From an optimization exercise on the open Yosys and OpenROAD flow, aimed at small area; shortcuts taken in it are not production practice.
Function was checked by simulation only, so behaviour that the tests miss may differ from the original. The flow treats the clock pin as an ideal source, which a real chip does not have.

run E:
==> flow/design.v (excerpt) <==
module sort_pipe(
     input clk,
     input  [7:0] x_0, x_1, x_2, x_3, x_4, x_5, x_6, x_7, x_8, x_9, x_10, x_11, x_12, x_13, x_14, x_15, x_16, x_17, x_18, x_19, x_20, x_21, x_22, x_23, x_24, x_25, x_26, x_27, x_28, x_29, x_30, x_31, x_32, x_33, x_34, x_35, x_36, x_37, x_38, x_39, x_40, x_41, x_42, x_43, x_44, x_45, x_46, x_47, x_48,
     output [7:0] median
);
For scale: roughly 3400 cells after synthesis, ~400 I/O pins, about 40000 µm² of cells after synthesis.
clock: 6.0 ns
lec_check: 0
cap_margin: 20
core_margin: 2
core_utilization: 60
gpl_timing_driven: 0
setup_slack_margin: 0.1
slew_margin: 20
synth_hierarchical: 1
standard.sh (not shown) runs the stock make flow with config.mk's settings and CLKGATE_MAP_FILE= SYNTH_SCRIPT=/design/flow/synth_recipe.tcl, a recipe that flattens the netlist after the stock synthesis.
==> flow/flow/run.sh <==
#!/bin/bash
# The standard layout (standard.sh), with the port buffers made of the
# smallest buffer cell and a clock tree without dummy loads.
set -euo pipefail
export BUFFER_PORTS_ARGS="-buffer_cell sky130_fd_sc_hd__buf_1"
export CTS_ARGS="-sink_clustering_enable -repair_clock_nets -dont_use_dummy_load"
bash standard.sh > standard_flow.log 2>&1
For run C, these inputs were changed with respect to run E:
==> flow/flow/run.sh <==
#!/bin/bash
# The standard layout (standard.sh), with the port buffers made of the
# smallest buffer cell and a clock tree without dummy loads.
set -euo pipefail
export BUFFER_PORTS_ARGS="-buffer_cell sky130_fd_sc_hd__buf_1"
export CTS_ARGS="-sink_clustering_enable -repair_clock_nets -dont_use_dummy_load -sink_clustering_size 30 -sink_clustering_max_diameter 100"
bash standard.sh > standard_flow.log 2>&1
Findings:
Per the comparison of run C with run E, number of nets in the layout shows a reduction of 41, global-route usage decreased by 0.78 points relative to the old numbers, number of H-tree levels dropped 1. Re total count of hold-check failures in the final report: no difference whatsoever between run C and run E. For run E, the first element of the critical path was s0_v29[5]$_DFF_P_, unlike run C, where it was x_21[7]. For maximum frequency, run C and run E come out practically identical. Hold slack: run C better than run E.

---

Another version of the RTL of sort_pipe (not shown whole).
For scale: roughly 3,500 cells after synthesis, ~400 I/O pins, roughly 42,000 um^2 of cells after synthesis.
Settings: LEC_CHECK=0, CAP_MARGIN=20, CORE_MARGIN=2, CORE_UTILIZATION=60, CTS_BUF_LIST=sky130_fd_sc_hd__clkbuf_4 sky130_fd_sc_hd__clkbuf_8, CTS_CLUSTER_SIZE=20, SLEW_MARGIN=20, SYNTH_HIERARCHICAL=1; clock period 6.0 ns.
run.sh (not shown) runs the stock make flow with config.mk's settings and CLKGATE_MAP_FILE= SYNTH_SCRIPT=/design/flow/synth_recipe.tcl, a recipe that flattens the netlist after the stock synthesis.
Stock flow here: none of the scripts above is used.
The first run finished clean.
Change:
Settings changed: CTS_BUF_LIST sky130_fd_sc_hd__clkbuf_4 sky130_fd_sc_hd__clkbuf_8 to unset, CTS_CLUSTER_SIZE 20 to unset.
After rerunning: The changed run passed the timing, design-rule and antenna checks; design area stays flat; non-clock buffer count is unchanged; cell count drops slightly; routed wire length went up slightly; maximum frequency goes down slightly; setup slack degrades by 76 ps; via count is lower slightly; clock skew is lower by 17 ps; die area does not change; clock-buffer cell count shrinks by 100.

---

sort_pipe, a different RTL version from the one above (not shown whole).
Size: roughly 3400 cells after synthesis, about 400 I/O pins, about 39000 µm² of cells after synthesis.
export LEC_CHECK = 0
export CAP_MARGIN = 20
export CORE_MARGIN = 2
export CORE_UTILIZATION = 60
export GPL_TIMING_DRIVEN = 0
export SETUP_SLACK_MARGIN = 0.1
export SLEW_MARGIN = 20
export SYNTH_HIERARCHICAL = 1
create_clock -name core_clock -period 6.0 [get_ports {clk}]
standard.sh (not shown) runs the stock make flow with config.mk's settings and CLKGATE_MAP_FILE= SYNTH_SCRIPT=/design/flow/synth_recipe.tcl, a recipe that flattens the netlist after the stock synthesis.
==> flow/flow/run.sh <==
#!/bin/bash
# The standard layout (standard.sh), with the port buffers made of the
# smallest buffer cell and a clock tree without dummy loads.
set -euo pipefail
export BUFFER_PORTS_ARGS="-buffer_cell sky130_fd_sc_hd__buf_1"
export CTS_ARGS="-sink_clustering_enable -repair_clock_nets -dont_use_dummy_load -sink_clustering_size 30 -sink_clustering_max_diameter 60"
bash standard.sh > standard_flow.log 2>&1
Rerun with:
==> flow/flow/run.sh (replaced) <==
#!/bin/bash
# The standard layout (standard.sh), with the port buffers made of the
# smallest buffer cell and a clock tree without dummy loads.
set -euo pipefail
export BUFFER_PORTS_ARGS="-buffer_cell sky130_fd_sc_hd__buf_1"
export CTS_ARGS="-sink_clustering_enable -repair_clock_nets -dont_use_dummy_load -sink_clustering_size 30 -sink_clustering_max_diameter 100"
bash standard.sh > standard_flow.log 2>&1
The new run completed without violations.
Routed wire length is about the same.
Via count stays flat.
Maximum frequency goes down by 0.49%.
Setup slack is worse by 0.028 ns.
Die area stays the same.
Sequential share of layout area goes up by 0.20 points.
Core utilization went down by 0.33 points.
Clock skew drops by 0.011 ns.
Cell count hardly moves.

-- port drivers added, routing unchanged --
In the flow no input, the clock included, has a driving cell. The finished layouts below were timed again as built, in two steps.
Step 1: set_driving_cell puts a clkbuf_16 on clk and a buf_2 on each other input, an assumption about the parent block.
Step 2 moves the port delays by t, midway between the first and last clock arrival at a register: inputs arrive t later, outputs are due t later. That takes back most of the time a late clock gives input paths.
a / b / c = no drivers / after step 1 / after step 2; a / b = the first two.
run | shift t [ns] | setup slack, ns | worst setup path after step 2 | worst data-port slew with drivers (ns)
run E | 0.681 | 0.169 / 0.169 / -0.409 | input to register | 0.05
run C | 0.654 | 0.162 / 0.169 / -0.446 | input to register | 0.06
the first run of note 2 | 0.876 | 0.211 / 0.211 / -0.550 | input to register | 0.12
the second run of note 2 | 0.716 | 0.135 / 0.161 / -0.536 | input to register | 0.12
the first run of note 3 | 0.655 | 0.222 / 0.247 / -0.404 | input to register | 0.07
the second run of note 3 | 0.649 | 0.194 / 0.194 / -0.403 | input to register | 0.07
Met with ideal ports but missed after step 2: setup timing in every run listed. For the first run of note 2, which loses most, drivers alone change the setup slack by 0.000 ns; drivers and shift together by -0.761 ns.
